Background: an optimization exercise with open tools, aiming at small area, a short achievable clock period and few clock cycles per item. Do not read the settings as production practice.
At most, simulation tests tie the RTL to the original design; equivalence was not proved.
No functional check of the RTL was part of run 1.
Power is estimated from default activity; no workload was simulated.

## flow/config.mk

```make
export PLATFORM = sky130hd
export DESIGN_NAME = converter
export DESIGN_NICKNAME = converter
export VERILOG_FILES = /design/flow/design.v
export SDC_FILE = /design/flow/constraint.sdc
export NUM_CORES = 4
export LEC_CHECK = 0
export CAP_MARGIN = 20
export CORE_MARGIN = 2
export CORE_UTILIZATION = 40
export PLACE_DENSITY = 0.6
export SLEW_MARGIN = 20
export SYNTH_HIERARCHICAL = 1
```

## flow/design.v

```verilog
module converter (clk, rst, number_in, valid_in, conv_type, select, reverse, number_out, valid_out);
input clk, rst;
input reverse;
input valid_in;
input [31:0] number_in;
input [1:0]  conv_type;
input [2:0]  select;
output [31:0] number_out;
output valid_out;
reg [5:0] set_r;
always @(posedge clk) set_r <= {conv_type, select, reverse};
reg [31:0] factor;
always @* begin
  case (set_r)
    6'b00_000_0: factor = 32'h41cb3333; 6'b00_000_1: factor = 32'h3d214270;
    6'b00_001_0: factor = 32'h40228f5c; 6'b00_001_1: factor = 32'h3ec9930c;
    6'b00_010_0: factor = 32'h3cd013a9; 6'b00_010_1: factor = 32'h421d7afb;
    6'b00_011_0: factor = 32'h3e9c0ebf; 6'b00_011_1: factor = 32'h4051f944;
    6'b00_100_0: factor = 32'h399fcd90; 6'b00_100_1: factor = 32'h454d0d70;
    6'b00_101_0: factor = 32'h3f6a161e; 6'b00_101_1: factor = 32'h3f8bfb83;
    6'b00_110_0: factor = 32'h3a6fb458; 6'b00_110_1: factor = 32'h4488b3a0;
    6'b00_111_0: factor = 32'h3fcdfd8b; 6'b00_111_1: factor = 32'h3f1f1349;
    6'b01_000_0: factor = 32'h46dd7c00; 6'b01_000_1: factor = 32'h3813f27b;
    6'b01_001_0: factor = 32'h41e2cccd; 6'b01_001_1: factor = 32'h3d107acc;
    6'b01_010_0: factor = 32'h43e2cccd; 6'b01_010_1: factor = 32'h3b107ab7;
    6'b01_011_0: factor = 32'h3ee83e42; 6'b01_011_1: factor = 32'h400d17ee;
    6'b01_100_0: factor = 32'h40cb35a8; 6'b01_100_1: factor = 32'h3e214091;
    6'b01_101_0: factor = 32'h424b353f; 6'b01_101_1: factor = 32'h3ca140c2;
    6'b01_110_0: factor = 32'h4462cccd; 6'b01_110_1: factor = 32'h3a907ab7;
    6'b01_111_0: factor = 32'h3f683e42; 6'b01_111_1: factor = 32'h3f8d17ee;
    6'b10_000_0: factor = 32'h41831893; 6'b10_000_1: factor = 32'h3d79f341;
    6'b10_001_0: factor = 32'h3ce7ff58; 6'b10_001_1: factor = 32'h420d3e31;
    6'b10_010_0: factor = 32'h41ec978d; 6'b10_010_1: factor = 32'h3d0a7f80;
    6'b10_011_0: factor = 32'h3cf2452c; 6'b10_011_1: factor = 32'h42074102;
    6'b10_100_0: factor = 32'h43ec999a; 6'b10_100_1: factor = 32'h3b0a7eca;
    6'b10_101_0: factor = 32'h3ef24745; 6'b10_101_1: factor = 32'h40073fd5;
    6'b10_110_0: factor = 32'h407243fe; 6'b10_110_1: factor = 32'h3e8741a8;
    6'b10_111_0: factor = 32'h3b781479; 6'b10_111_1: factor = 32'h43841621;
    default: factor = set_r[0] ? 32'h3fe66666 : 32'h3f0e38e4;  
  endcase
end
wire temp = set_r[5:4] == 2'b11;
wire fc2  = temp & ~set_r[0];    
wire c2f  = temp &  set_r[0];    
reg  [31:0] t_r;
wire [31:0] a = fc2 ? t_r : number_in;        
wire [47:0] ra, rb;
sigmul u_mul (.x({1'b1, a[22:0]}), .c({1'b1, factor[22:0]}), .ra(ra), .rb(rb));
wire [24:0] lo = {1'b0, ra[23:0]} + {1'b0, rb[23:0]};
reg [23:0] m_ra, m_rb;
reg        m_c, m_s, m_p;
reg [7:0]  m_e;
reg        v1, v2;
always @(posedge clk) begin
  v1   <= valid_in & ~rst;
  v2   <= v1 & ~rst;
  m_ra <= ra[47:24];
  m_rb <= rb[47:24];
  m_c  <= lo[24];
  m_s  <= a[31];
  m_e  <= a[30:23] + factor[30:23] - 8'd127;
  m_p  <= {1'b1, a[22:0]} >= 24'h8e38e4;
end
wire [23:0] P = m_ra + m_rb + {23'd0, m_c};
wire [31:0] mul_y = {m_s, m_e + {7'd0, P[23]}, P[23] ? P[22:0] : {P[21:0], 1'b0}};
wire [31:0] cf_y  = {m_s, m_e + {7'd0, m_p}, m_p ? P[22:0] : {P[21:0], 1'b0}};   
wire [31:0] add_y;
fp_add_sub u_add (.a(c2f ? cf_y : number_in), .sb(~c2f), .y(add_y));
always @(posedge clk) t_r <= add_y;
assign number_out = c2f ? t_r : mul_y;
assign valid_out  = temp ? v2 : v1;
endmodule   
module sigmul(x, c, ra, rb);
input  [23:0] x;
input  [23:0] c;
output [47:0] ra, rb;
wire [26:0] cc = {2'b00, c, 1'b0};
wire [11:0] neg, one, two;
assign neg[0] = cc[2] & ~(cc[1] & cc[0]);
assign one[0] = cc[1] ^ cc[0];
assign two[0] = (cc[2] & ~cc[1] & ~cc[0]) | (~cc[2] & cc[1] & cc[0]);
wire [24:0] xn0 = {1'b0, x} ^ {25{neg[0]}};
wire [24:0] pp0 = ({25{one[0]}} & xn0) | ({25{two[0]}} & {xn0[23:0], neg[0]});
assign neg[1] = cc[4] & ~(cc[3] & cc[2]);
assign one[1] = cc[3] ^ cc[2];
assign two[1] = (cc[4] & ~cc[3] & ~cc[2]) | (~cc[4] & cc[3] & cc[2]);
wire [24:0] xn1 = {1'b0, x} ^ {25{neg[1]}};
wire [24:0] pp1 = ({25{one[1]}} & xn1) | ({25{two[1]}} & {xn1[23:0], neg[1]});
assign neg[2] = cc[6] & ~(cc[5] & cc[4]);
assign one[2] = cc[5] ^ cc[4];
assign two[2] = (cc[6] & ~cc[5] & ~cc[4]) | (~cc[6] & cc[5] & cc[4]);
wire [24:0] xn2 = {1'b0, x} ^ {25{neg[2]}};
wire [24:0] pp2 = ({25{one[2]}} & xn2) | ({25{two[2]}} & {xn2[23:0], neg[2]});
assign neg[3] = cc[8] & ~(cc[7] & cc[6]);
assign one[3] = cc[7] ^ cc[6];
assign two[3] = (cc[8] & ~cc[7] & ~cc[6]) | (~cc[8] & cc[7] & cc[6]);
wire [24:0] xn3 = {1'b0, x} ^ {25{neg[3]}};
wire [24:0] pp3 = ({25{one[3]}} & xn3) | ({25{two[3]}} & {xn3[23:0], neg[3]});
assign neg[4] = cc[10] & ~(cc[9] & cc[8]);
assign one[4] = cc[9] ^ cc[8];
assign two[4] = (cc[10] & ~cc[9] & ~cc[8]) | (~cc[10] & cc[9] & cc[8]);
wire [24:0] xn4 = {1'b0, x} ^ {25{neg[4]}};
wire [24:0] pp4 = ({25{one[4]}} & xn4) | ({25{two[4]}} & {xn4[23:0], neg[4]});
assign neg[5] = cc[12] & ~(cc[11] & cc[10]);
assign one[5] = cc[11] ^ cc[10];
assign two[5] = (cc[12] & ~cc[11] & ~cc[10]) | (~cc[12] & cc[11] & cc[10]);
wire [24:0] xn5 = {1'b0, x} ^ {25{neg[5]}};
wire [24:0] pp5 = ({25{one[5]}} & xn5) | ({25{two[5]}} & {xn5[23:0], neg[5]});
assign neg[6] = cc[14] & ~(cc[13] & cc[12]);
assign one[6] = cc[13] ^ cc[12];
assign two[6] = (cc[14] & ~cc[13] & ~cc[12]) | (~cc[14] & cc[13] & cc[12]);
wire [24:0] xn6 = {1'b0, x} ^ {25{neg[6]}};
wire [24:0] pp6 = ({25{one[6]}} & xn6) | ({25{two[6]}} & {xn6[23:0], neg[6]});
assign neg[7] = cc[16] & ~(cc[15] & cc[14]);
assign one[7] = cc[15] ^ cc[14];
assign two[7] = (cc[16] & ~cc[15] & ~cc[14]) | (~cc[16] & cc[15] & cc[14]);
wire [24:0] xn7 = {1'b0, x} ^ {25{neg[7]}};
wire [24:0] pp7 = ({25{one[7]}} & xn7) | ({25{two[7]}} & {xn7[23:0], neg[7]});
assign neg[8] = cc[18] & ~(cc[17] & cc[16]);
assign one[8] = cc[17] ^ cc[16];
assign two[8] = (cc[18] & ~cc[17] & ~cc[16]) | (~cc[18] & cc[17] & cc[16]);
wire [24:0] xn8 = {1'b0, x} ^ {25{neg[8]}};
wire [24:0] pp8 = ({25{one[8]}} & xn8) | ({25{two[8]}} & {xn8[23:0], neg[8]});
assign neg[9] = cc[20] & ~(cc[19] & cc[18]);
assign one[9] = cc[19] ^ cc[18];
assign two[9] = (cc[20] & ~cc[19] & ~cc[18]) | (~cc[20] & cc[19] & cc[18]);
wire [24:0] xn9 = {1'b0, x} ^ {25{neg[9]}};
wire [24:0] pp9 = ({25{one[9]}} & xn9) | ({25{two[9]}} & {xn9[23:0], neg[9]});
assign neg[10] = cc[22] & ~(cc[21] & cc[20]);
assign one[10] = cc[21] ^ cc[20];
assign two[10] = (cc[22] & ~cc[21] & ~cc[20]) | (~cc[22] & cc[21] & cc[20]);
wire [24:0] xn10 = {1'b0, x} ^ {25{neg[10]}};
wire [24:0] pp10 = ({25{one[10]}} & xn10) | ({25{two[10]}} & {xn10[23:0], neg[10]});
assign neg[11] = cc[24] & ~(cc[23] & cc[22]);
assign one[11] = cc[23] ^ cc[22];
assign two[11] = (cc[24] & ~cc[23] & ~cc[22]) | (~cc[24] & cc[23] & cc[22]);
wire [24:0] xn11 = {1'b0, x} ^ {25{neg[11]}};
wire [24:0] pp11 = ({25{one[11]}} & xn11) | ({25{two[11]}} & {xn11[23:0], neg[11]});
wire s1, c2;
ha u_s1 (.a(~neg[0]), .b(pp1[23]), .s(s1), .co(c2));
wire s3, c4;
ha u_s3 (.a(pp1[24]), .b(pp2[22]), .s(s3), .co(c4));
wire s5, c6;
ha u_s5 (.a(pp0[16]), .b(pp1[14]), .s(s5), .co(c6));
wire s7, c8;
ha u_s7 (.a(pp0[17]), .b(pp1[15]), .s(s7), .co(c8));
wire s9, c10;
fa u_s9 (.a(pp0[18]), .b(pp1[16]), .c(pp2[14]), .s(s9), .co(c10));
wire s11, c12;
ha u_s11 (.a(pp3[12]), .b(pp4[10]), .s(s11), .co(c12));
wire s13, c14;
fa u_s13 (.a(pp0[19]), .b(pp1[17]), .c(pp2[15]), .s(s13), .co(c14));
wire s15, c16;
ha u_s15 (.a(pp3[13]), .b(pp4[11]), .s(s15), .co(c16));
wire s17, c18;
fa u_s17 (.a(pp0[20]), .b(pp1[18]), .c(pp2[16]), .s(s17), .co(c18));
wire s19, c20;
fa u_s19 (.a(pp3[14]), .b(pp4[12]), .c(pp5[10]), .s(s19), .co(c20));
wire s21, c22;
ha u_s21 (.a(pp6[8]), .b(pp7[6]), .s(s21), .co(c22));
wire s23, c24;
fa u_s23 (.a(pp0[21]), .b(pp1[19]), .c(pp2[17]), .s(s23), .co(c24));
wire s25, c26;
fa u_s25 (.a(pp3[15]), .b(pp4[13]), .c(pp5[11]), .s(s25), .co(c26));
wire s27, c28;
ha u_s27 (.a(pp6[9]), .b(pp7[7]), .s(s27), .co(c28));
wire s29, c30;
fa u_s29 (.a(pp0[22]), .b(pp1[20]), .c(pp2[18]), .s(s29), .co(c30));
wire s31, c32;
fa u_s31 (.a(pp3[16]), .b(pp4[14]), .c(pp5[12]), .s(s31), .co(c32));
wire s33, c34;
fa u_s33 (.a(pp6[10]), .b(pp7[8]), .c(pp8[6]), .s(s33), .co(c34));
wire s35, c36;
ha u_s35 (.a(pp9[4]), .b(pp10[2]), .s(s35), .co(c36));
wire s37, c38;
fa u_s37 (.a(pp0[23]), .b(pp1[21]), .c(pp2[19]), .s(s37), .co(c38));
wire s39, c40;
fa u_s39 (.a(pp3[17]), .b(pp4[15]), .c(pp5[13]), .s(s39), .co(c40));
wire s41, c42;
fa u_s41 (.a(pp6[11]), .b(pp7[9]), .c(pp8[7]), .s(s41), .co(c42));
wire s43, c44;
ha u_s43 (.a(pp9[5]), .b(pp10[3]), .s(s43), .co(c44));
wire s45, c46;
fa u_s45 (.a(pp0[24]), .b(pp1[22]), .c(pp2[20]), .s(s45), .co(c46));
wire s47, c48;
fa u_s47 (.a(pp3[18]), .b(pp4[16]), .c(pp5[14]), .s(s47), .co(c48));
wire s49, c50;
fa u_s49 (.a(pp6[12]), .b(pp7[10]), .c(pp8[8]), .s(s49), .co(c50));
wire s51, c52;
fa u_s51 (.a(pp9[6]), .b(pp10[4]), .c(pp11[2]), .s(s51), .co(c52));
wire s53, c54;
fa u_s53 (.a(pp2[21]), .b(pp3[19]), .c(pp4[17]), .s(s53), .co(c54));
wire s55, c56;
fa u_s55 (.a(pp5[15]), .b(pp6[13]), .c(pp7[11]), .s(s55), .co(c56));
wire s57, c58;
fa u_s57 (.a(pp8[9]), .b(pp9[7]), .c(pp10[5]), .s(s57), .co(c58));
wire s59 = ~(pp11[3] ^ x[1]);
wire c60 = pp11[3] | x[1];
wire s61, c62;
fa u_s61 (.a(pp3[20]), .b(pp4[18]), .c(pp5[16]), .s(s61), .co(c62));
wire s63, c64;
fa u_s63 (.a(pp6[14]), .b(pp7[12]), .c(pp8[10]), .s(s63), .co(c64));
wire s65, c66;
fa u_s65 (.a(pp9[8]), .b(pp10[6]), .c(pp11[4]), .s(s65), .co(c66));
wire s67 = ~(x[2] ^ c2);
wire c68 = x[2] | c2;
wire s69, c70;
fa u_s69 (.a(~neg[1]), .b(pp2[23]), .c(pp3[21]), .s(s69), .co(c70));
wire s71, c72;
fa u_s71 (.a(pp4[19]), .b(pp5[17]), .c(pp6[15]), .s(s71), .co(c72));
wire s73, c74;
fa u_s73 (.a(pp7[13]), .b(pp8[11]), .c(pp9[9]), .s(s73), .co(c74));
wire s75, c76;
fa u_s75 (.a(pp10[7]), .b(pp11[5]), .c(x[3]), .s(s75), .co(c76));
wire s77, c78;
fa u_s77 (.a(pp2[24]), .b(pp3[22]), .c(pp4[20]), .s(s77), .co(c78));
wire s79, c80;
fa u_s79 (.a(pp5[18]), .b(pp6[16]), .c(pp7[14]), .s(s79), .co(c80));
wire s81, c82;
fa u_s81 (.a(pp8[12]), .b(pp9[10]), .c(pp10[8]), .s(s81), .co(c82));
wire s83, c84;
ha u_s83 (.a(pp11[6]), .b(x[4]), .s(s83), .co(c84));
wire s85, c86;
fa u_s85 (.a(~neg[2]), .b(pp3[23]), .c(pp4[21]), .s(s85), .co(c86));
wire s87, c88;
fa u_s87 (.a(pp5[19]), .b(pp6[17]), .c(pp7[15]), .s(s87), .co(c88));
wire s89, c90;
fa u_s89 (.a(pp8[13]), .b(pp9[11]), .c(pp10[9]), .s(s89), .co(c90));
wire s91, c92;
fa u_s91 (.a(pp3[24]), .b(pp4[22]), .c(pp5[20]), .s(s91), .co(c92));
wire s93, c94;
fa u_s93 (.a(pp6[18]), .b(pp7[16]), .c(pp8[14]), .s(s93), .co(c94));
wire s95, c96;
ha u_s95 (.a(pp9[12]), .b(pp10[10]), .s(s95), .co(c96));
wire s97, c98;
fa u_s97 (.a(~neg[3]), .b(pp4[23]), .c(pp5[21]), .s(s97), .co(c98));
wire s99, c100;
fa u_s99 (.a(pp6[19]), .b(pp7[17]), .c(pp8[15]), .s(s99), .co(c100));
wire s101, c102;
fa u_s101 (.a(pp4[24]), .b(pp5[22]), .c(pp6[20]), .s(s101), .co(c102));
wire s103, c104;
ha u_s103 (.a(pp7[18]), .b(pp8[16]), .s(s103), .co(c104));
wire s105, c106;
fa u_s105 (.a(~neg[4]), .b(pp5[23]), .c(pp6[21]), .s(s105), .co(c106));
wire s107, c108;
ha u_s107 (.a(pp5[24]), .b(pp6[22]), .s(s107), .co(c108));
wire s109, c110;
ha u_s109 (.a(pp0[10]), .b(pp1[8]), .s(s109), .co(c110));
wire s111, c112;
ha u_s111 (.a(pp0[11]), .b(pp1[9]), .s(s111), .co(c112));
wire s113, c114;
fa u_s113 (.a(pp0[12]), .b(pp1[10]), .c(pp2[8]), .s(s113), .co(c114));
wire s115, c116;
ha u_s115 (.a(pp3[6]), .b(pp4[4]), .s(s115), .co(c116));
wire s117, c118;
fa u_s117 (.a(pp0[13]), .b(pp1[11]), .c(pp2[9]), .s(s117), .co(c118));
wire s119, c120;
ha u_s119 (.a(pp3[7]), .b(pp4[5]), .s(s119), .co(c120));
wire s121, c122;
fa u_s121 (.a(pp0[14]), .b(pp1[12]), .c(pp2[10]), .s(s121), .co(c122));
wire s123, c124;
fa u_s123 (.a(pp3[8]), .b(pp4[6]), .c(pp5[4]), .s(s123), .co(c124));
wire s125, c126;
ha u_s125 (.a(pp6[2]), .b(pp7[0]), .s(s125), .co(c126));
wire s127, c128;
fa u_s127 (.a(pp0[15]), .b(pp1[13]), .c(pp2[11]), .s(s127), .co(c128));
wire s129, c130;
fa u_s129 (.a(pp3[9]), .b(pp4[7]), .c(pp5[5]), .s(s129), .co(c130));
wire s131, c132;
ha u_s131 (.a(pp6[3]), .b(pp7[1]), .s(s131), .co(c132));
wire s133, c134;
fa u_s133 (.a(pp2[12]), .b(pp3[10]), .c(pp4[8]), .s(s133), .co(c134));
wire s135, c136;
fa u_s135 (.a(pp5[6]), .b(pp6[4]), .c(pp7[2]), .s(s135), .co(c136));
wire s137, c138;
fa u_s137 (.a(pp8[0]), .b(neg[8]), .c(s5), .s(s137), .co(c138));
wire s139, c140;
fa u_s139 (.a(pp2[13]), .b(pp3[11]), .c(pp4[9]), .s(s139), .co(c140));
wire s141, c142;
fa u_s141 (.a(pp5[7]), .b(pp6[5]), .c(pp7[3]), .s(s141), .co(c142));
wire s143, c144;
fa u_s143 (.a(pp8[1]), .b(c6), .c(s7), .s(s143), .co(c144));
wire s145, c146;
fa u_s145 (.a(pp5[8]), .b(pp6[6]), .c(pp7[4]), .s(s145), .co(c146));
wire s147, c148;
fa u_s147 (.a(pp8[2]), .b(pp9[0]), .c(neg[9]), .s(s147), .co(c148));
wire s149, c150;
fa u_s149 (.a(c8), .b(s9), .c(s11), .s(s149), .co(c150));
wire s151, c152;
fa u_s151 (.a(pp5[9]), .b(pp6[7]), .c(pp7[5]), .s(s151), .co(c152));
wire s153, c154;
fa u_s153 (.a(pp8[3]), .b(pp9[1]), .c(c10), .s(s153), .co(c154));
wire s155, c156;
fa u_s155 (.a(c12), .b(s13), .c(s15), .s(s155), .co(c156));
wire s157, c158;
fa u_s157 (.a(pp8[4]), .b(pp9[2]), .c(pp10[0]), .s(s157), .co(c158));
wire s159, c160;
fa u_s159 (.a(neg[10]), .b(c14), .c(c16), .s(s159), .co(c160));
wire s161, c162;
fa u_s161 (.a(s17), .b(s19), .c(s21), .s(s161), .co(c162));
wire s163, c164;
fa u_s163 (.a(pp8[5]), .b(pp9[3]), .c(pp10[1]), .s(s163), .co(c164));
wire s165, c166;
fa u_s165 (.a(c18), .b(c20), .c(c22), .s(s165), .co(c166));
wire s167, c168;
fa u_s167 (.a(s23), .b(s25), .c(s27), .s(s167), .co(c168));
wire s169, c170;
fa u_s169 (.a(pp11[0]), .b(neg[11]), .c(c24), .s(s169), .co(c170));
wire s171, c172;
fa u_s171 (.a(c26), .b(c28), .c(s29), .s(s171), .co(c172));
wire s173, c174;
fa u_s173 (.a(s31), .b(s33), .c(s35), .s(s173), .co(c174));
wire s175, c176;
fa u_s175 (.a(pp11[1]), .b(c30), .c(c32), .s(s175), .co(c176));
wire s177, c178;
fa u_s177 (.a(c34), .b(c36), .c(s37), .s(s177), .co(c178));
wire s179, c180;
fa u_s179 (.a(s39), .b(s41), .c(s43), .s(s179), .co(c180));
wire s181, c182;
fa u_s181 (.a(x[0]), .b(c38), .c(c40), .s(s181), .co(c182));
wire s183, c184;
fa u_s183 (.a(c42), .b(c44), .c(s45), .s(s183), .co(c184));
wire s185, c186;
fa u_s185 (.a(s47), .b(s49), .c(s51), .s(s185), .co(c186));
wire s187, c188;
fa u_s187 (.a(s1), .b(c46), .c(c48), .s(s187), .co(c188));
wire s189, c190;
fa u_s189 (.a(c50), .b(c52), .c(s53), .s(s189), .co(c190));
wire s191, c192;
fa u_s191 (.a(s55), .b(s57), .c(s59), .s(s191), .co(c192));
wire s193, c194;
fa u_s193 (.a(s3), .b(c54), .c(c56), .s(s193), .co(c194));
wire s195, c196;
fa u_s195 (.a(c58), .b(c60), .c(s61), .s(s195), .co(c196));
wire s197, c198;
fa u_s197 (.a(s63), .b(s65), .c(s67), .s(s197), .co(c198));
wire s199, c200;
fa u_s199 (.a(c4), .b(c62), .c(c64), .s(s199), .co(c200));
wire s201, c202;
fa u_s201 (.a(c66), .b(c68), .c(s69), .s(s201), .co(c202));
wire s203, c204;
fa u_s203 (.a(s71), .b(s73), .c(s75), .s(s203), .co(c204));
wire s205 = ~(c70 ^ c72);
wire c206 = c70 | c72;
wire s207, c208;
fa u_s207 (.a(c74), .b(c76), .c(s77), .s(s207), .co(c208));
wire s209, c210;
fa u_s209 (.a(s79), .b(s81), .c(s83), .s(s209), .co(c210));
wire s211, c212;
fa u_s211 (.a(pp11[7]), .b(x[5]), .c(c78), .s(s211), .co(c212));
wire s213, c214;
fa u_s213 (.a(c80), .b(c82), .c(c84), .s(s213), .co(c214));
wire s215, c216;
fa u_s215 (.a(s85), .b(s87), .c(s89), .s(s215), .co(c216));
wire s217 = ~(pp11[8] ^ x[6]);
wire c218 = pp11[8] | x[6];
wire s219, c220;
fa u_s219 (.a(c86), .b(c88), .c(c90), .s(s219), .co(c220));
wire s221, c222;
fa u_s221 (.a(s91), .b(s93), .c(s95), .s(s221), .co(c222));
wire s223, c224;
fa u_s223 (.a(pp9[13]), .b(pp10[11]), .c(pp11[9]), .s(s223), .co(c224));
wire s225, c226;
fa u_s225 (.a(x[7]), .b(c92), .c(c94), .s(s225), .co(c226));
wire s227, c228;
fa u_s227 (.a(c96), .b(s97), .c(s99), .s(s227), .co(c228));
wire s229, c230;
fa u_s229 (.a(pp9[14]), .b(pp10[12]), .c(pp11[10]), .s(s229), .co(c230));
wire s231 = ~(x[8] ^ c98);
wire c232 = x[8] | c98;
wire s233, c234;
fa u_s233 (.a(c100), .b(s101), .c(s103), .s(s233), .co(c234));
wire s235, c236;
fa u_s235 (.a(pp7[19]), .b(pp8[17]), .c(pp9[15]), .s(s235), .co(c236));
wire s237, c238;
fa u_s237 (.a(pp10[13]), .b(pp11[11]), .c(x[9]), .s(s237), .co(c238));
wire s239, c240;
fa u_s239 (.a(c102), .b(c104), .c(s105), .s(s239), .co(c240));
wire s241, c242;
fa u_s241 (.a(pp7[20]), .b(pp8[18]), .c(pp9[16]), .s(s241), .co(c242));
wire s243, c244;
fa u_s243 (.a(pp10[14]), .b(pp11[12]), .c(x[10]), .s(s243), .co(c244));
wire s245 = ~(c106 ^ s107);
wire c246 = c106 | s107;
wire s247, c248;
fa u_s247 (.a(~neg[5]), .b(pp6[23]), .c(pp7[21]), .s(s247), .co(c248));
wire s249, c250;
fa u_s249 (.a(pp8[19]), .b(pp9[17]), .c(pp10[15]), .s(s249), .co(c250));
wire s251, c252;
fa u_s251 (.a(pp11[13]), .b(x[11]), .c(c108), .s(s251), .co(c252));
wire s253, c254;
fa u_s253 (.a(pp6[24]), .b(pp7[22]), .c(pp8[20]), .s(s253), .co(c254));
wire s255, c256;
fa u_s255 (.a(pp9[18]), .b(pp10[16]), .c(pp11[14]), .s(s255), .co(c256));
wire s257 = ~x[12];
wire c258 = x[12];
wire s259, c260;
fa u_s259 (.a(~neg[6]), .b(pp7[23]), .c(pp8[21]), .s(s259), .co(c260));
wire s261, c262;
fa u_s261 (.a(pp9[19]), .b(pp10[17]), .c(pp11[15]), .s(s261), .co(c262));
wire s263, c264;
fa u_s263 (.a(pp7[24]), .b(pp8[22]), .c(pp9[20]), .s(s263), .co(c264));
wire s265, c266;
ha u_s265 (.a(pp10[18]), .b(pp11[16]), .s(s265), .co(c266));
wire s267, c268;
fa u_s267 (.a(~neg[7]), .b(pp8[23]), .c(pp9[21]), .s(s267), .co(c268));
wire s269, c270;
ha u_s269 (.a(pp8[24]), .b(pp9[22]), .s(s269), .co(c270));
wire s271, c272;
ha u_s271 (.a(pp0[6]), .b(pp1[4]), .s(s271), .co(c272));
wire s273, c274;
ha u_s273 (.a(pp0[7]), .b(pp1[5]), .s(s273), .co(c274));
wire s275, c276;
fa u_s275 (.a(pp0[8]), .b(pp1[6]), .c(pp2[4]), .s(s275), .co(c276));
wire s277, c278;
ha u_s277 (.a(pp3[2]), .b(pp4[0]), .s(s277), .co(c278));
wire s279, c280;
fa u_s279 (.a(pp0[9]), .b(pp1[7]), .c(pp2[5]), .s(s279), .co(c280));
wire s281, c282;
ha u_s281 (.a(pp3[3]), .b(pp4[1]), .s(s281), .co(c282));
wire s283, c284;
fa u_s283 (.a(pp2[6]), .b(pp3[4]), .c(pp4[2]), .s(s283), .co(c284));
wire s285, c286;
fa u_s285 (.a(pp5[0]), .b(neg[5]), .c(s109), .s(s285), .co(c286));
wire s287, c288;
fa u_s287 (.a(pp2[7]), .b(pp3[5]), .c(pp4[3]), .s(s287), .co(c288));
wire s289, c290;
fa u_s289 (.a(pp5[1]), .b(c110), .c(s111), .s(s289), .co(c290));
wire s291, c292;
fa u_s291 (.a(pp5[2]), .b(pp6[0]), .c(neg[6]), .s(s291), .co(c292));
wire s293, c294;
fa u_s293 (.a(c112), .b(s113), .c(s115), .s(s293), .co(c294));
wire s295, c296;
fa u_s295 (.a(pp5[3]), .b(pp6[1]), .c(c114), .s(s295), .co(c296));
wire s297, c298;
fa u_s297 (.a(c116), .b(s117), .c(s119), .s(s297), .co(c298));
wire s299, c300;
fa u_s299 (.a(neg[7]), .b(c118), .c(c120), .s(s299), .co(c300));
wire s301, c302;
fa u_s301 (.a(s121), .b(s123), .c(s125), .s(s301), .co(c302));
wire s303, c304;
fa u_s303 (.a(c122), .b(c124), .c(c126), .s(s303), .co(c304));
wire s305, c306;
fa u_s305 (.a(s127), .b(s129), .c(s131), .s(s305), .co(c306));
wire s307, c308;
fa u_s307 (.a(c128), .b(c130), .c(c132), .s(s307), .co(c308));
wire s309, c310;
fa u_s309 (.a(s133), .b(s135), .c(s137), .s(s309), .co(c310));
wire s311, c312;
fa u_s311 (.a(c134), .b(c136), .c(c138), .s(s311), .co(c312));
wire s313, c314;
fa u_s313 (.a(s139), .b(s141), .c(s143), .s(s313), .co(c314));
wire s315, c316;
fa u_s315 (.a(c140), .b(c142), .c(c144), .s(s315), .co(c316));
wire s317, c318;
fa u_s317 (.a(s145), .b(s147), .c(s149), .s(s317), .co(c318));
wire s319, c320;
fa u_s319 (.a(c146), .b(c148), .c(c150), .s(s319), .co(c320));
wire s321, c322;
fa u_s321 (.a(s151), .b(s153), .c(s155), .s(s321), .co(c322));
wire s323, c324;
fa u_s323 (.a(c152), .b(c154), .c(c156), .s(s323), .co(c324));
wire s325, c326;
fa u_s325 (.a(s157), .b(s159), .c(s161), .s(s325), .co(c326));
wire s327, c328;
fa u_s327 (.a(c158), .b(c160), .c(c162), .s(s327), .co(c328));
wire s329, c330;
fa u_s329 (.a(s163), .b(s165), .c(s167), .s(s329), .co(c330));
wire s331, c332;
fa u_s331 (.a(c164), .b(c166), .c(c168), .s(s331), .co(c332));
wire s333, c334;
fa u_s333 (.a(s169), .b(s171), .c(s173), .s(s333), .co(c334));
wire s335, c336;
fa u_s335 (.a(c170), .b(c172), .c(c174), .s(s335), .co(c336));
wire s337, c338;
fa u_s337 (.a(s175), .b(s177), .c(s179), .s(s337), .co(c338));
wire s339, c340;
fa u_s339 (.a(c176), .b(c178), .c(c180), .s(s339), .co(c340));
wire s341, c342;
fa u_s341 (.a(s181), .b(s183), .c(s185), .s(s341), .co(c342));
wire s343, c344;
fa u_s343 (.a(c182), .b(c184), .c(c186), .s(s343), .co(c344));
wire s345, c346;
fa u_s345 (.a(s187), .b(s189), .c(s191), .s(s345), .co(c346));
wire s347, c348;
fa u_s347 (.a(c188), .b(c190), .c(c192), .s(s347), .co(c348));
wire s349, c350;
fa u_s349 (.a(s193), .b(s195), .c(s197), .s(s349), .co(c350));
wire s351, c352;
fa u_s351 (.a(c194), .b(c196), .c(c198), .s(s351), .co(c352));
wire s353, c354;
fa u_s353 (.a(s199), .b(s201), .c(s203), .s(s353), .co(c354));
wire s355, c356;
fa u_s355 (.a(c200), .b(c202), .c(c204), .s(s355), .co(c356));
wire s357, c358;
fa u_s357 (.a(s205), .b(s207), .c(s209), .s(s357), .co(c358));
wire s359, c360;
fa u_s359 (.a(c206), .b(c208), .c(c210), .s(s359), .co(c360));
wire s361, c362;
fa u_s361 (.a(s211), .b(s213), .c(s215), .s(s361), .co(c362));
wire s363, c364;
fa u_s363 (.a(c212), .b(c214), .c(c216), .s(s363), .co(c364));
wire s365, c366;
fa u_s365 (.a(s217), .b(s219), .c(s221), .s(s365), .co(c366));
wire s367, c368;
fa u_s367 (.a(c218), .b(c220), .c(c222), .s(s367), .co(c368));
wire s369, c370;
fa u_s369 (.a(s223), .b(s225), .c(s227), .s(s369), .co(c370));
wire s371, c372;
fa u_s371 (.a(c224), .b(c226), .c(c228), .s(s371), .co(c372));
wire s373, c374;
fa u_s373 (.a(s229), .b(s231), .c(s233), .s(s373), .co(c374));
wire s375, c376;
fa u_s375 (.a(c230), .b(c232), .c(c234), .s(s375), .co(c376));
wire s377, c378;
fa u_s377 (.a(s235), .b(s237), .c(s239), .s(s377), .co(c378));
wire s379, c380;
fa u_s379 (.a(c236), .b(c238), .c(c240), .s(s379), .co(c380));
wire s381, c382;
fa u_s381 (.a(s241), .b(s243), .c(s245), .s(s381), .co(c382));
wire s383, c384;
fa u_s383 (.a(c242), .b(c244), .c(c246), .s(s383), .co(c384));
wire s385, c386;
fa u_s385 (.a(s247), .b(s249), .c(s251), .s(s385), .co(c386));
wire s387, c388;
fa u_s387 (.a(c248), .b(c250), .c(c252), .s(s387), .co(c388));
wire s389, c390;
fa u_s389 (.a(s253), .b(s255), .c(s257), .s(s389), .co(c390));
wire s391, c392;
fa u_s391 (.a(x[13]), .b(c254), .c(c256), .s(s391), .co(c392));
wire s393, c394;
fa u_s393 (.a(c258), .b(s259), .c(s261), .s(s393), .co(c394));
wire s395 = ~(x[14] ^ c260);
wire c396 = x[14] | c260;
wire s397, c398;
fa u_s397 (.a(c262), .b(s263), .c(s265), .s(s397), .co(c398));
wire s399, c400;
fa u_s399 (.a(pp10[19]), .b(pp11[17]), .c(x[15]), .s(s399), .co(c400));
wire s401, c402;
fa u_s401 (.a(c264), .b(c266), .c(s267), .s(s401), .co(c402));
wire s403, c404;
fa u_s403 (.a(pp10[20]), .b(pp11[18]), .c(x[16]), .s(s403), .co(c404));
wire s405 = ~(c268 ^ s269);
wire c406 = c268 | s269;
wire s407, c408;
fa u_s407 (.a(~neg[8]), .b(pp9[23]), .c(pp10[21]), .s(s407), .co(c408));
wire s409, c410;
fa u_s409 (.a(pp11[19]), .b(x[17]), .c(c270), .s(s409), .co(c410));
wire s411, c412;
fa u_s411 (.a(pp9[24]), .b(pp10[22]), .c(pp11[20]), .s(s411), .co(c412));
wire s413 = ~x[18];
wire c414 = x[18];
wire s415, c416;
fa u_s415 (.a(~neg[9]), .b(pp10[23]), .c(pp11[21]), .s(s415), .co(c416));
wire s417, c418;
ha u_s417 (.a(pp10[24]), .b(pp11[22]), .s(s417), .co(c418));
wire s419, c420;
ha u_s419 (.a(pp0[4]), .b(pp1[2]), .s(s419), .co(c420));
wire s421, c422;
ha u_s421 (.a(pp0[5]), .b(pp1[3]), .s(s421), .co(c422));
wire s423, c424;
fa u_s423 (.a(pp2[2]), .b(pp3[0]), .c(neg[3]), .s(s423), .co(c424));
wire s425, c426;
fa u_s425 (.a(pp2[3]), .b(pp3[1]), .c(c272), .s(s425), .co(c426));
wire s427, c428;
fa u_s427 (.a(neg[4]), .b(c274), .c(s275), .s(s427), .co(c428));
wire s429, c430;
fa u_s429 (.a(c276), .b(c278), .c(s279), .s(s429), .co(c430));
wire s431, c432;
fa u_s431 (.a(c280), .b(c282), .c(s283), .s(s431), .co(c432));
wire s433, c434;
fa u_s433 (.a(c284), .b(c286), .c(s287), .s(s433), .co(c434));
wire s435, c436;
fa u_s435 (.a(c288), .b(c290), .c(s291), .s(s435), .co(c436));
wire s437, c438;
fa u_s437 (.a(c292), .b(c294), .c(s295), .s(s437), .co(c438));
wire s439, c440;
fa u_s439 (.a(c296), .b(c298), .c(s299), .s(s439), .co(c440));
wire s441, c442;
fa u_s441 (.a(c300), .b(c302), .c(s303), .s(s441), .co(c442));
wire s443, c444;
fa u_s443 (.a(c304), .b(c306), .c(s307), .s(s443), .co(c444));
wire s445, c446;
fa u_s445 (.a(c308), .b(c310), .c(s311), .s(s445), .co(c446));
wire s447, c448;
fa u_s447 (.a(c312), .b(c314), .c(s315), .s(s447), .co(c448));
wire s449, c450;
fa u_s449 (.a(c316), .b(c318), .c(s319), .s(s449), .co(c450));
wire s451, c452;
fa u_s451 (.a(c320), .b(c322), .c(s323), .s(s451), .co(c452));
wire s453, c454;
fa u_s453 (.a(c324), .b(c326), .c(s327), .s(s453), .co(c454));
wire s455, c456;
fa u_s455 (.a(c328), .b(c330), .c(s331), .s(s455), .co(c456));
wire s457, c458;
fa u_s457 (.a(c332), .b(c334), .c(s335), .s(s457), .co(c458));
wire s459, c460;
fa u_s459 (.a(c336), .b(c338), .c(s339), .s(s459), .co(c460));
wire s461, c462;
fa u_s461 (.a(c340), .b(c342), .c(s343), .s(s461), .co(c462));
wire s463, c464;
fa u_s463 (.a(c344), .b(c346), .c(s347), .s(s463), .co(c464));
wire s465, c466;
fa u_s465 (.a(c348), .b(c350), .c(s351), .s(s465), .co(c466));
wire s467, c468;
fa u_s467 (.a(c352), .b(c354), .c(s355), .s(s467), .co(c468));
wire s469, c470;
fa u_s469 (.a(c356), .b(c358), .c(s359), .s(s469), .co(c470));
wire s471, c472;
fa u_s471 (.a(c360), .b(c362), .c(s363), .s(s471), .co(c472));
wire s473, c474;
fa u_s473 (.a(c364), .b(c366), .c(s367), .s(s473), .co(c474));
wire s475, c476;
fa u_s475 (.a(c368), .b(c370), .c(s371), .s(s475), .co(c476));
wire s477, c478;
fa u_s477 (.a(c372), .b(c374), .c(s375), .s(s477), .co(c478));
wire s479, c480;
fa u_s479 (.a(c376), .b(c378), .c(s379), .s(s479), .co(c480));
wire s481, c482;
fa u_s481 (.a(c380), .b(c382), .c(s383), .s(s481), .co(c482));
wire s483, c484;
fa u_s483 (.a(c384), .b(c386), .c(s387), .s(s483), .co(c484));
wire s485, c486;
fa u_s485 (.a(c388), .b(c390), .c(s391), .s(s485), .co(c486));
wire s487, c488;
fa u_s487 (.a(c392), .b(c394), .c(s395), .s(s487), .co(c488));
wire s489, c490;
fa u_s489 (.a(c396), .b(c398), .c(s399), .s(s489), .co(c490));
wire s491, c492;
fa u_s491 (.a(c400), .b(c402), .c(s403), .s(s491), .co(c492));
wire s493, c494;
fa u_s493 (.a(c404), .b(c406), .c(s407), .s(s493), .co(c494));
wire s495, c496;
fa u_s495 (.a(c408), .b(c410), .c(s411), .s(s495), .co(c496));
wire s497, c498;
fa u_s497 (.a(x[19]), .b(c412), .c(c414), .s(s497), .co(c498));
wire s499 = ~(x[20] ^ c416);
wire c500 = x[20] | c416;
wire s501, c502;
fa u_s501 (.a(~neg[10]), .b(pp11[23]), .c(x[21]), .s(s501), .co(c502));
wire s503, c504;
ha u_s503 (.a(pp11[24]), .b(x[22]), .s(s503), .co(c504));
wire s505, c506;
ha u_s505 (.a(pp0[2]), .b(pp1[0]), .s(s505), .co(c506));
wire s507, c508;
ha u_s507 (.a(pp0[3]), .b(pp1[1]), .s(s507), .co(c508));
wire s509, c510;
fa u_s509 (.a(pp2[0]), .b(neg[2]), .c(s419), .s(s509), .co(c510));
wire s511, c512;
fa u_s511 (.a(pp2[1]), .b(c420), .c(s421), .s(s511), .co(c512));
wire s513, c514;
fa u_s513 (.a(s271), .b(c422), .c(s423), .s(s513), .co(c514));
wire s515, c516;
fa u_s515 (.a(s273), .b(c424), .c(s425), .s(s515), .co(c516));
wire s517, c518;
fa u_s517 (.a(s277), .b(c426), .c(s427), .s(s517), .co(c518));
wire s519, c520;
fa u_s519 (.a(s281), .b(c428), .c(s429), .s(s519), .co(c520));
wire s521, c522;
fa u_s521 (.a(s285), .b(c430), .c(s431), .s(s521), .co(c522));
wire s523, c524;
fa u_s523 (.a(s289), .b(c432), .c(s433), .s(s523), .co(c524));
wire s525, c526;
fa u_s525 (.a(s293), .b(c434), .c(s435), .s(s525), .co(c526));
wire s527, c528;
fa u_s527 (.a(s297), .b(c436), .c(s437), .s(s527), .co(c528));
wire s529, c530;
fa u_s529 (.a(s301), .b(c438), .c(s439), .s(s529), .co(c530));
wire s531, c532;
fa u_s531 (.a(s305), .b(c440), .c(s441), .s(s531), .co(c532));
wire s533, c534;
fa u_s533 (.a(s309), .b(c442), .c(s443), .s(s533), .co(c534));
wire s535, c536;
fa u_s535 (.a(s313), .b(c444), .c(s445), .s(s535), .co(c536));
wire s537, c538;
fa u_s537 (.a(s317), .b(c446), .c(s447), .s(s537), .co(c538));
wire s539, c540;
fa u_s539 (.a(s321), .b(c448), .c(s449), .s(s539), .co(c540));
wire s541, c542;
fa u_s541 (.a(s325), .b(c450), .c(s451), .s(s541), .co(c542));
wire s543, c544;
fa u_s543 (.a(s329), .b(c452), .c(s453), .s(s543), .co(c544));
wire s545, c546;
fa u_s545 (.a(s333), .b(c454), .c(s455), .s(s545), .co(c546));
wire s547, c548;
fa u_s547 (.a(s337), .b(c456), .c(s457), .s(s547), .co(c548));
wire s549, c550;
fa u_s549 (.a(s341), .b(c458), .c(s459), .s(s549), .co(c550));
wire s551, c552;
fa u_s551 (.a(s345), .b(c460), .c(s461), .s(s551), .co(c552));
wire s553, c554;
fa u_s553 (.a(s349), .b(c462), .c(s463), .s(s553), .co(c554));
wire s555, c556;
fa u_s555 (.a(s353), .b(c464), .c(s465), .s(s555), .co(c556));
wire s557, c558;
fa u_s557 (.a(s357), .b(c466), .c(s467), .s(s557), .co(c558));
wire s559, c560;
fa u_s559 (.a(s361), .b(c468), .c(s469), .s(s559), .co(c560));
wire s561, c562;
fa u_s561 (.a(s365), .b(c470), .c(s471), .s(s561), .co(c562));
wire s563, c564;
fa u_s563 (.a(s369), .b(c472), .c(s473), .s(s563), .co(c564));
wire s565, c566;
fa u_s565 (.a(s373), .b(c474), .c(s475), .s(s565), .co(c566));
wire s567, c568;
fa u_s567 (.a(s377), .b(c476), .c(s477), .s(s567), .co(c568));
wire s569, c570;
fa u_s569 (.a(s381), .b(c478), .c(s479), .s(s569), .co(c570));
wire s571, c572;
fa u_s571 (.a(s385), .b(c480), .c(s481), .s(s571), .co(c572));
wire s573, c574;
fa u_s573 (.a(s389), .b(c482), .c(s483), .s(s573), .co(c574));
wire s575, c576;
fa u_s575 (.a(s393), .b(c484), .c(s485), .s(s575), .co(c576));
wire s577, c578;
fa u_s577 (.a(s397), .b(c486), .c(s487), .s(s577), .co(c578));
wire s579, c580;
fa u_s579 (.a(s401), .b(c488), .c(s489), .s(s579), .co(c580));
wire s581, c582;
fa u_s581 (.a(s405), .b(c490), .c(s491), .s(s581), .co(c582));
wire s583, c584;
fa u_s583 (.a(s409), .b(c492), .c(s493), .s(s583), .co(c584));
wire s585, c586;
fa u_s585 (.a(s413), .b(c494), .c(s495), .s(s585), .co(c586));
wire s587, c588;
fa u_s587 (.a(s415), .b(c496), .c(s497), .s(s587), .co(c588));
wire s589, c590;
fa u_s589 (.a(s417), .b(c498), .c(s499), .s(s589), .co(c590));
wire s591, c592;
fa u_s591 (.a(c418), .b(c500), .c(s501), .s(s591), .co(c592));
wire s593 = ~(c502 ^ s503);
wire c594 = c502 | s503;
wire s595, c596;
fa u_s595 (.a(~neg[11]), .b(x[23]), .c(c504), .s(s595), .co(c596));
assign ra = {c594, c592, c590, c588, c586, c584, c582, c580, c578, c576, c574, c572, c570, c568, c566, c564, c562, c560, c558, c556, c554, c552, c550, c548, c546, c544, c542, c540, c538, c536, c534, c532, c530, c528, c526, c524, c522, c520, c518, c516, c514, c512, c510, c508, c506, neg[1], pp0[1], pp0[0]};
assign rb = {s595, s593, s591, s589, s587, s585, s583, s581, s579, s577, s575, s573, s571, s569, s567, s565, s563, s561, s559, s557, s555, s553, s551, s549, s547, s545, s543, s541, s539, s537, s535, s533, s531, s529, s527, s525, s523, s521, s519, s517, s515, s513, s511, s509, s507, s505, 1'b0, neg[0]};
endmodule
module fa(a, b, c, s, co);
input a, b, c;
output s, co;
assign s = a ^ b ^ c;
assign co = (a & b) | (a & c) | (b & c);
endmodule
module ha(a, b, s, co);
input a, b;
output s, co;
assign s = a ^ b;
assign co = a & b;
endmodule
module fp_add_sub(a, sb, y);
input  [31:0] a;
input         sb;
output [31:0] y;
wire        sa  = a[31];
wire [7:0]  fe  = a[30:23];
wire [22:0] fr  = a[22:0];
wire [23:0] ma  = {1'b1, fr};
wire        sub = sa ^ sb;
wire        big   = fe >= 8'd132;
wire        eq    = fe == 8'd132;
wire        one_below = fe == 8'd131;
wire        killb = fe >= 8'd156;             
wire        killa = fe <= 8'd108;             
wire [7:0]  ds    = 8'd132 - fe;
reg  [23:0] mb, ms;
integer i;
always @* begin
  for (i = 0; i < 24; i = i + 1) begin
    mb[i] = (fe >= 8'd155 - i) & ~killb;
    ms[i] = (fe >= 8'd132 - i);
  end
end
reg  [23:0] ca, cs, wo;
reg  [21:0] wv;
integer s;
always @* begin
  ca = {ma[22:0] | ~mb[22:0], 1'b1};         
  cs = {~ma[22:0] | ~mb[22:0], 1'b1};        
  wo = {ma[22:0] & ms[22:0], 1'b0};          
  wv = {fr[21:1], 1'b0};                     
  for (s = 1; s < 24; s = s * 2) begin
    ca = ca & (ca << s | ((24'd1 << s) - 24'd1));
    cs = cs & (cs << s | ((24'd1 << s) - 24'd1));
    wo = wo | (wo << s);
  end
  for (s = 1; s < 22; s = s * 2)
    wv = wv | (wv << s);
end
wire [23:0] tadd = ma ^ (mb & ca);
wire        ov   = ca[23] & ma[23] & ~killb & (fe <= 8'd155);      
wire [23:0] tsub = ma ^ (mb & cs);
wire        n1   = ~tsub[23];
wire [22:0] m_big = sub ? (n1 ? {tsub[21:0], 1'b0} : tsub[22:0])
                        : (ov ? tadd[23:1] : tadd[22:0]);
wire [7:0]  f_big = sub ? fe - {7'd0, n1} : fe + {7'd0, ov};
wire [23:0] z  = sub ? (ma ^ wo) : ma;       
wire [24:0] zs = $signed({sub, z}) >>> ds[4:0];
wire [23:0] ts = killa ? 24'd0 : zs[23:0];
wire [22:0] m_small = sub ? {ts[21:0], 1'b0} : ts[22:0];
wire [7:0]  f_small = (sub & ~killa) ? 8'd131 : 8'd132;
wire [21:0] negv = fr[22:1] ^ wv;            
wire        vz   = ~|fr[22:1];
wire [22:0] N    = eq ? fr : {vz, negv};
wire [31:0] Np   = {N, 1'b1, 8'd0};
reg  [15:0] v1, c1;
reg  [7:0]  v2; reg [15:0] c2;
reg  [3:0]  v3; reg [11:0] c3;
reg  [1:0]  v4; reg [7:0]  c4;
reg  [4:0]  lz;
integer g;
always @* begin
  for (g = 0; g < 16; g = g + 1) begin
    v1[g] = Np[2*g+1] | Np[2*g];
    c1[g] = ~Np[2*g+1];
  end
  for (g = 0; g < 8; g = g + 1) begin
    v2[g] = v1[2*g+1] | v1[2*g];
    c2[2*g+:2] = v1[2*g+1] ? {1'b0, c1[2*g+1]} : {1'b1, c1[2*g]};
  end
  for (g = 0; g < 4; g = g + 1) begin
    v3[g] = v2[2*g+1] | v2[2*g];
    c3[3*g+:3] = v2[2*g+1] ? {1'b0, c2[2*(2*g+1)+:2]} : {1'b1, c2[2*(2*g)+:2]};
  end
  for (g = 0; g < 2; g = g + 1) begin
    v4[g] = v3[2*g+1] | v3[2*g];
    c4[4*g+:4] = v3[2*g+1] ? {1'b0, c3[3*(2*g+1)+:3]} : {1'b1, c3[3*(2*g)+:3]};
  end
  lz = v4[1] ? {1'b0, c4[7:4]} : {1'b1, c4[3:0]};
end
wire [22:0] n4 = lz[4] ? {N[6:0], 16'd0} : N;
wire [22:0] n3 = lz[3] ? {n4[14:0], 8'd0} : n4;
wire [22:0] n2 = lz[2] ? {n3[18:0], 4'd0} : n3;
wire [22:0] n1s = lz[1] ? {n2[20:0], 2'd0} : n2;
wire [22:0] n0 = lz[0] ? {n1s[21:0], 1'b0} : n1s;
wire        nzero  = lz == 5'd23;
wire [22:0] m_near = {n0[21:0], 1'b0};
wire [7:0]  f_near = nzero ? 8'd1 : 8'd131 - {3'd0, lz};
wire        near = sub & (eq | one_below);
wire        sgn  = (sub & ~big) ? sb : sa;
assign y = near ? {sgn, f_near, m_near} : big ? {sgn, f_big, m_big} : {sgn, f_small, m_small};
endmodule
```

## flow/run.sh

```bash
#!/bin/bash
# synth_recipe.tcl (not shown) runs the flow's synth.tcl, then flattens the netlist and writes it again
# the make line also repeats each setting of config.mk as NAME=value (left out here)
make -C /OpenROAD-flow-scripts/flow DESIGN_CONFIG=/design/flow/config.mk WORK_HOME=/design/flow/orfs CLKGATE_MAP_FILE= SYNTH_SCRIPT=/design/flow/synth_recipe.tcl finish
```

## flow/constraint.sdc

```tcl
create_clock -name core_clock -period 10.0 [get_ports {clk}]
set_input_delay 2.0000 -clock core_clock [delete_from_list [all_inputs] [get_ports {clk}]]
set_output_delay 2.0000 -clock core_clock [all_outputs]
set_load 0.01 [all_outputs]
```

==> results of run 1 <==
[per-module statistics from Yosys, one instance, submodules excluded]
module | cell area, sq um | flops+latches | cells | copies in the design
fp_add_sub | 9290 | 0 | 1459 | 1
ha | 12.5 | 0 | 1 | 32
converter | 7620 | 99 | 1087 | 1
sigmul | 7150 | 0 | 978 | 1
fa | 20.0 | 0 | 1 | 254
[layout make-up]
class,instances,area [sq um]
clock buffer,10,229
clock inverter,6,83.8
fill,7576,42800
inverter,113,459
multi-input combinational,3169,24800
sequential,99,1980
tap,959,1200
timing repair buffer,184,1560
[tightest hold or removal path, cell delays in order, from the launching register on]
cell and delay (ps):
sky130_fd_sc_hd__dfxtp_1 330, sky130_fd_sc_hd__nand2_1 60, sky130_fd_sc_hd__nand2_1 40
[logic make-up (layout without fill, tap and decap cells)]
family	Yosys count	in the layout	synth area share
buffers and inverters	547	313	0.0997
and+or+nand+nor	1073	1073	0.175
muxes	88	88	0.0312
adders and majority gates	390	390	0.231
xor gates and xnor gates	376	376	0.112
other	2	7	0.000254
DFF	99	99	0.0671
AOI/OAI and AO/OA	1235	1235	0.284
[state kept, by name (all words and copies together), names as in the netlist, 6 cells and up]
| name | cells |
|---|---|
| m_rb | 24 |
| m_e | 8 |
| m_ra | 24 |
| set_r | 6 |
| t_r | 32 |
[layer usage]
layer	GRT usage	wire length, um	up-vias
li1	-	-	13400
met1	0.449	51600	14500
met2	0.433	47900	1962
met3	0.0928	15800	271
met4	0.0965	4190	2
met5	0	20	-
[stage by stage]
step | total power, uW | setup slack [ps] | utilization | std cells
6_report | 11900 | 2090 | 0.415 | 4540
3_5_place_dp | 11300 | 1920 | 0.411 | 4524
3_3_place_gp | 11200 | 2000 | 0.411 | 4524
5_1_grt | 13100 | 1640 | 0.415 | 4540
2_1_floorplan | 10200 | 2570 | - | 3815
4_1_cts | 11800 | 2250 | 0.415 | 4540
[cell usage after synthesis, types with 13 or more instances]
cell type,instances
sky130_fd_sc_hd__nand2_1,398
sky130_fd_sc_hd__xnor2_1,338
sky130_fd_sc_hd__o22ai_1,297
sky130_fd_sc_hd__nor2_1,263
sky130_fd_sc_hd__fa_1,258
sky130_fd_sc_hd__o21ai_0,223
sky130_fd_sc_hd__clkbuf_1,187
sky130_fd_sc_hd__a21oi_1,168
sky130_fd_sc_hd__buf_4,132
sky130_fd_sc_hd__ha_1,132
sky130_fd_sc_hd__dfxtp_1,99
sky130_fd_sc_hd__inv_1,92
sky130_fd_sc_hd__nand3_1,86
sky130_fd_sc_hd__nor3_1,84
sky130_fd_sc_hd__mux2i_1,73
sky130_fd_sc_hd__a31oi_1,69
sky130_fd_sc_hd__buf_2,61
sky130_fd_sc_hd__a211oi_1,51
sky130_fd_sc_hd__o211ai_1,41
sky130_fd_sc_hd__xor2_1,37
sky130_fd_sc_hd__a21o_1,31
sky130_fd_sc_hd__nand4_1,30
sky130_fd_sc_hd__a22o_1,26
sky130_fd_sc_hd__a22oi_1,23
sky130_fd_sc_hd__buf_1,23
sky130_fd_sc_hd__o221ai_1,23
sky130_fd_sc_hd__nor4_1,22
sky130_fd_sc_hd__a221oi_1,21
sky130_fd_sc_hd__nand2b_1,21
sky130_fd_sc_hd__o21a_1,19
sky130_fd_sc_hd__nor2b_1,18
sky130_fd_sc_hd__a311oi_1,16
sky130_fd_sc_hd__and3_1,16
sky130_fd_sc_hd__buf_6,16
sky130_fd_sc_hd__o2111ai_1,16
sky130_fd_sc_hd__or3_1,16
sky130_fd_sc_hd__a31o_2,14
sky130_fd_sc_hd__or2_2,14
sky130_fd_sc_hd__and2_1,13
sky130_fd_sc_hd__mux2_2,13
[cell usage in the layout, fill, tap and decap left out, types with 14 or more instances in the layout]
| master | n |
|---|---|
| sky130_fd_sc_hd__nand2_1 | 397 |
| sky130_fd_sc_hd__xnor2_1 | 335 |
| sky130_fd_sc_hd__o22ai_1 | 297 |
| sky130_fd_sc_hd__nor2_1 | 262 |
| sky130_fd_sc_hd__fa_1 | 258 |
| sky130_fd_sc_hd__o21ai_0 | 198 |
| sky130_fd_sc_hd__a21oi_1 | 168 |
| sky130_fd_sc_hd__ha_1 | 132 |
| sky130_fd_sc_hd__buf_4 | 111 |
| sky130_fd_sc_hd__dfxtp_1 | 97 |
| sky130_fd_sc_hd__inv_1 | 92 |
| sky130_fd_sc_hd__nand3_1 | 86 |
| sky130_fd_sc_hd__nor3_1 | 83 |
| sky130_fd_sc_hd__mux2i_1 | 73 |
| sky130_fd_sc_hd__clkdlybuf4s50_1 | 73 |
| sky130_fd_sc_hd__a31oi_1 | 66 |
| sky130_fd_sc_hd__a211oi_1 | 51 |
| sky130_fd_sc_hd__o211ai_1 | 41 |
| sky130_fd_sc_hd__xor2_1 | 35 |
| sky130_fd_sc_hd__a21o_1 | 31 |
| sky130_fd_sc_hd__nand4_1 | 30 |
| sky130_fd_sc_hd__a22o_1 | 26 |
| sky130_fd_sc_hd__a22oi_1 | 23 |
| sky130_fd_sc_hd__o221ai_1 | 22 |
| sky130_fd_sc_hd__o21ai_1 | 22 |
| sky130_fd_sc_hd__nand2b_1 | 21 |
| sky130_fd_sc_hd__a221oi_1 | 21 |
| sky130_fd_sc_hd__nor4_1 | 20 |
| sky130_fd_sc_hd__o21a_1 | 19 |
| sky130_fd_sc_hd__nor2b_1 | 18 |
| sky130_fd_sc_hd__o2111ai_1 | 16 |
| sky130_fd_sc_hd__or3_1 | 16 |
| sky130_fd_sc_hd__and3_1 | 16 |
| sky130_fd_sc_hd__a311oi_1 | 16 |
| sky130_fd_sc_hd__or2_2 | 14 |
| sky130_fd_sc_hd__a31o_2 | 14 |
[final timing paths]
kind | end | slack (ps) | cells after the start
worst min register to register | m_s | 470 | 2
worst min-delay path | m_s | 470 | 2
worst max-delay path | m_c | 2090 | 25
worst max register to register | m_c | 2090 | 25
[where the power goes]
group / leakage [uW] / internal (uW) / switching (uW)
Combinational: 0.0104 / 4470 / 6190
Clock: 0.000152 / 200 / 193
Sequential: 0.000833 / 682 / 134
==> impl_metrics.tcl, run 1 <==
set metrics [dict create \
    yosys-top-cells-area "sky130_fd_sc_hd__fa_1 (17%), sky130_fd_sc_hd__xnor2_1 (10%), sky130_fd_sc_hd__dfxtp_1 (6.7%), sky130_fd_sc_hd__o22ai_1 (6.3%), sky130_fd_sc_hd__ha_1 (5.6%)" \
    yosysWarnings 8 \
    syn2layout_area_growth_pct 2.61 \
    die_height_um 276 \
    clk_latency_ps 390 \
    yosys.area.top_type "sky130_fd_sc_hd__fa_1" \
    end_kind "register" \
    routed-via-count 30200 \
    gpl.final_weighted_congestion 1.03 \
    dp.final_hpwl_mm 91.0 \
    regToRegStartpoint "set_r[1]" \
    floorplan.initialDensity 0.404 \
    first_global_vias 27900 \
    syn_area_per_cell_sq_um 7.75 \
    result_of_the_run "timing/DRC/antenna clean" \
    synth_top_area_frac 0.175 \
    setup-violations-final 0 \
    final-hold-violation-count 0 \
    overflow_left_after_global_routing 0 \
    number_of_nets_at_the_end_of_the_flow 4007 \
    fmax_mhz 126 \
    hp-start "t_r[31]" \
    cell_family_contributing_the_most_delay_on_the_critical_path "adder cells" \
    post_synth_inst_count 3810 \
    die_width_um 276 \
    postSynth.topFlopCell "sky130_fd_sc_hd__dfxtp_1" \
    clock-root-buffer "sky130_fd_sc_hd__clkbuf_16" \
    finalCriticalPeriod_ps 7910 \
    tritoncts "built" \
    flops_latches_synth 99 \
    clk_transition_reported_paths_ps 90 \
    cts-buffers-inserted 9 \
    cp_data_arrival_time_ps 8180 \
    drive_gt1_frac 0.0799 \
    worst_pin_slew_ps 1240 \
    h-tree-depth 3 \
    cts_buffer_depth 2 \
    relSlewSlack 0.174 \
    coreArea_sq_mm 0.0731 \
    path_max_fanout 75 \
    overall_global_routing_usage 0.309 \
    crit_required_ps 10270 \
    grt_antenna_before_repair 1 \
    buffers_and_inverters_on_the_worst_path 3 \
    grt_first_pass_wirelength_mm 179 \
    power.leakage_uw 0.0114 \
    worst_vdd_ir_mv 0.822 \
    ioPinCount 74 \
    power-per-cell-area_mw_per_mm2 392 \
    post_cts_sizing 0 \
    firstDrtPassIters 19 \
    totalNegativeSetupSlack_ps 0 \
    antenna-diode-count 0 \
    final.setup_skew_ps 25.6 \
    grt_max_degree 76 \
    cts_post_setup_buffers_inserted 0 \
    startpoint "set_r[1]" \
    finalCritPeriodShare 0.791 \
    post_detailed_routing_wire_length_mm 120 \
    worst_path_most_repeated_cell "sky130_fd_sc_hd__fa_1" \
    worst_path_max_delay_cell "sky130_fd_sc_hd__a221oi_1" \
    worst_hold_slack_ps 466 \
    clock_sink_count 99 \
    synthArstFlopShare 0 \
    post_synth_num_cell_types 130 \
    ctsHoldBuffers 0 \
    maxCapViolations 0 \
    number_of_nets_with_antenna_violations_after_routing 0 \
    wl_per_cell_um 26.3 \
    die_area_sq_mm 0.0760 \
    setup_repair_after_global_routing_missed_its_margin "false" \
    area_of_the_mapped_netlist_sq_mm 0.0295 \
    post_dp_cell_area_sq_mm 0.0300 \
    crit_path_start_kind "register" \
    yosysSeqAreaShare 0.0671 \
    cp_slowest_stage_delay_ps 790 \
    maxSlewViolCount 0 \
    row_count 99 \
    residual_drc 0 \
    viasPerCell 6.65 \
    first_iter_violations 4610 \
    final_design_area_no_fill_sq_mm 0.0303 \
    port_buffers 73 \
    critPathKind "reg -> reg" \
    hold_removal_path_class "reg -> reg" \
    synth-edff-count 0 \
]
==> run 2, diff against run 1 <==
--- a/flow/design.v
+++ b/flow/design.v
@@ -770,35 +770,28 @@
     ms[i] = (fe >= 8'd132 - i);
   end
 end
-reg  [23:0] ca, cs, wo;
-reg  [21:0] wv;
+reg  [23:0] cb, wo;
 integer s;
 always @* begin
-  ca = {ma[22:0] | ~mb[22:0], 1'b1};         
-  cs = {~ma[22:0] | ~mb[22:0], 1'b1};        
-  wo = {ma[22:0] & ms[22:0], 1'b0};          
-  wv = {fr[21:1], 1'b0};                     
+  cb = {(ma[22:0] ^ {23{sub}}) | ~mb[22:0], 1'b1};
+  wo = {ma[22:0] & ms[22:0], 1'b0};
   for (s = 1; s < 24; s = s * 2) begin
-    ca = ca & (ca << s | ((24'd1 << s) - 24'd1));
-    cs = cs & (cs << s | ((24'd1 << s) - 24'd1));
+    cb = cb & (cb << s | ((24'd1 << s) - 24'd1));
     wo = wo | (wo << s);
   end
-  for (s = 1; s < 22; s = s * 2)
-    wv = wv | (wv << s);
 end
-wire [23:0] tadd = ma ^ (mb & ca);
-wire        ov   = ca[23] & ma[23] & ~killb & (fe <= 8'd155);      
-wire [23:0] tsub = ma ^ (mb & cs);
-wire        n1   = ~tsub[23];
-wire [22:0] m_big = sub ? (n1 ? {tsub[21:0], 1'b0} : tsub[22:0])
-                        : (ov ? tadd[23:1] : tadd[22:0]);
-wire [7:0]  f_big = sub ? fe - {7'd0, n1} : fe + {7'd0, ov};
-wire [23:0] z  = sub ? (ma ^ wo) : ma;       
+wire [23:0] tb   = ma ^ (mb & cb);
+wire        ovn  = cb[23] & ~killb;          
+wire [22:0] m_big = sub ? (ovn ? {tb[21:0], 1'b0} : tb[22:0])
+                        : (ovn ? tb[23:1] : tb[22:0]);
+wire [7:0]  f_big = sub ? fe - {7'd0, ovn} : fe + {7'd0, ovn};
+wire [23:0] zn = ma ^ wo;                    
+wire [23:0] z  = sub ? zn : ma;
 wire [24:0] zs = $signed({sub, z}) >>> ds[4:0];
 wire [23:0] ts = killa ? 24'd0 : zs[23:0];
 wire [22:0] m_small = sub ? {ts[21:0], 1'b0} : ts[22:0];
 wire [7:0]  f_small = (sub & ~killa) ? 8'd131 : 8'd132;
-wire [21:0] negv = fr[22:1] ^ wv;            
+wire [21:0] negv = zn[22:1];
 wire        vz   = ~|fr[22:1];
 wire [22:0] N    = eq ? fr : {vz, negv};
 wire [31:0] Np   = {N, 1'b1, 8'd0};
--- a/flow/config.mk
+++ b/flow/config.mk
@@ -6,8 +6,9 @@
 export NUM_CORES = 4
 export LEC_CHECK = 0
 export CAP_MARGIN = 20
-export CORE_MARGIN = 2
+export CORE_MARGIN = 4
 export CORE_UTILIZATION = 40
 export PLACE_DENSITY = 0.6
+export SETUP_SLACK_MARGIN = 3.5
 export SLEW_MARGIN = 20
 export SYNTH_HIERARCHICAL = 1
==> impl_metrics.tcl, run 2 <==
set metrics [dict create \
    critPathKind "in -> reg" \
    final_common_cell "sky130_fd_sc_hd__xnor2_1" \
    grt_antenna_before_repair 3 \
    dp.final_hpwl_mm 84.7 \
    overflow_left_after_global_routing 0 \
    synth-edff-count 0 \
    yosysWarnings 8 \
    buffers_and_inverters_on_the_worst_path 2 \
    crit_required_ps 10260 \
    port_buffers 73 \
    clk_transition_reported_paths_ps 90 \
    cell_family_contributing_the_most_delay_on_the_critical_path "adder cells" \
    synthArstFlopShare 0 \
    overall_global_routing_usage 0.286 \
    cell_with_the_most_instances_after_synthesis "sky130_fd_sc_hd__nand2_1" \
    fillers 6842 \
    residual_drc 0 \
    post_synth_inst_count 3549 \
    synth_top_area_frac 0.184 \
    syn_area_per_cell_sq_um 7.90 \
    final.setup_skew_ps 22.6 \
    worst_vdd_ir_mv 0.502 \
    drive_gt1_frac 0.169 \
    routed-via-count 28700 \
    worst_path_max_delay_cell "sky130_fd_sc_hd__clkdlybuf4s50_1" \
    die_width_um 273 \
    first_iter_violations 3719 \
    number_of_nets_with_antenna_violations_after_routing 0 \
    totalNegativeSetupSlack_ps 0 \
    worst_path_most_repeated_cell "sky130_fd_sc_hd__fa_1" \
    fmax_mhz 155 \
    placed_insts 4257 \
    hold_removal_path_class "reg -> reg" \
    flops_latches_synth 99 \
    grt_first_pass_wirelength_mm 166 \
    power-per-cell-area_mw_per_mm2 397 \
    row_count 96 \
    gpl.final_weighted_congestion 1.07 \
    post_detailed_routing_wire_length_mm 115 \
    top_library_cells_by_usage_in_the_layout_fill_and_taps_aside "sky130_fd_sc_hd__xnor2_1 (345), sky130_fd_sc_hd__nand2_1 (340), sky130_fd_sc_hd__o22ai_1 (281)" \
    ctsHoldBuffers 0 \
    yosysSeqAreaShare 0.0707 \
    area_of_the_mapped_netlist_sq_mm 0.0280 \
    cts_buffer_depth 2 \
    result_of_the_run "timing/DRC/antenna clean" \
    h-tree-depth 3 \
    yosys-top-cells-area "sky130_fd_sc_hd__fa_1 (18%), sky130_fd_sc_hd__xnor2_1 (11%), sky130_fd_sc_hd__dfxtp_1 (7.1%), sky130_fd_sc_hd__o22ai_1 (6.5%), sky130_fd_sc_hd__ha_1 (5.8%)" \
    die_area_sq_mm 0.0744 \
    syn2layout_area_growth_pct 12.7 \
    post_synth_num_cell_types 122 \
    number_of_nets_at_the_end_of_the_flow 3944 \
    clock-root-buffer "sky130_fd_sc_hd__clkbuf_16" \
    worst_pin_slew_ps 941 \
    tritoncts "built" \
    setup-violations-final 0 \
    largestRegisters "t_r x32, m_ra x24, m_rb x24" \
    postSynth.topFlopCell "sky130_fd_sc_hd__dfxtp_1" \
    cp_data_arrival_time_ps 6720 \
    coreArea_sq_mm 0.0691 \
    wl_per_cell_um 25.7 \
    final-hold-violation-count 0 \
    yosys.area.top_type "sky130_fd_sc_hd__fa_1" \
    list_of_most_frequent_post_synthesis_cells "sky130_fd_sc_hd__nand2_1 (358), sky130_fd_sc_hd__xnor2_1 (357), sky130_fd_sc_hd__o22ai_1 (290), sky130_fd_sc_hd__fa_1 (258), sky130_fd_sc_hd__nor2_1 (231)" \
    floorplan.initialDensity 0.406 \
    clk_latency_ps 390 \
    finalCritPeriodShare 0.646 \
    worst_hold_slack_ps 451 \
    viasPerCell 6.44 \
    largest_register_ff_count 32 \
    cts-buffers-inserted 9 \
    cp_slowest_stage_delay_ps 660 \
]
[run 2: per-stage QoR]
stage	utilization	setup WS, ps	instance area [sq um]	power, uW
after global routing	0.458	3390	31600	13800
after global placement	0.413	2140	28500	11500
after detailed placement	0.413	2040	28500	11500
after floorplan	-	3520	28100	10300
after CTS	0.430	3460	29700	12100
final	0.458	3540	31600	12500
[run 2: layout make-up]
class | count | area (sq um) | area share
Sequential cell | 99 | 2000 | 0.0631
Inverter | 105 | 577 | 0.0182
Clock inverter | 6 | 56.3 | 0.00178
Timing Repair inverter | 16 | 114 | 0.00360
Timing Repair Buffer | 337 | 3010 | 0.0952
Multi-Input combinational cell | 2948 | 24500 | 0.774
Clock buffer | 10 | 239 | 0.00756
Antenna cell | 1 | 2.50 | 0.0000791
Tap cell | 931 | 1160 | 0.0368
[run 2: Yosys stat by module (local to each module, per instance)]
module,times used,area [sq um],flops+latches
fa,254,20.0,0
converter,1,7690,99
ha,32,12.5,0
fp_add_sub,1,7720,0
sigmul,1,7150,0
[run 2: repair_timing]
action                                  in CTS  in global routing
gates resized for setup                    154                199
endpoints found under the setup margin      68                 34
setup buffers                               32                125
pin swaps                                   12                 36
cloned                                       6                 16
[run 2: cell families after synthesis]
group / after synthesis / synth area share
simple gates: 919 / 0.153
buf+inv: 512 / 0.0999
other cells: 2 / 0.000268
fa+ha+maj: 387 / 0.242
xor+xnor: 404 / 0.129
flops: 99 / 0.0707
compound gates: 1101 / 0.257
mux: 125 / 0.0483
[run 2: power by group]
group          switching, uW  internal (uW)
Sequential               121            680
Combinational           6460           4920
Clock                    183            181
Total                   6770           5780
[run 2: worst paths after layout]
check,from,end,slack [ps],cells past startpoint
setup / recovery,number_in[4],m_c,3540,18
hold / removal,t_r[31],m_s,450,2
setup reg to reg,m_ra[0],t_r[21],3580,26
hold reg to reg,t_r[31],m_s,450,2
[run 2: tightest hold or removal path, cell delays in order (launching register included)]
cell                      delay [ps]
sky130_fd_sc_hd__dfxtp_1         320
sky130_fd_sc_hd__nand2_1          50
sky130_fd_sc_hd__nand2_1          40
[run 2: per-layer routing]
metal | part of all wire | vias to the layer above | GRT usage
met3 | 0.13 | 319 | 0.0867
met2 | 0.42 | 1886 | 0.431
met4 | 0.044 | 4 | 0.0874
li1 | - | 12600 | -
met5 | 0.00022 | - | 0
met1 | 0.40 | 13800 | 0.395
Testbench counts of run 2, summed over its fixed seeds: cycles 3,804, items 2,503.
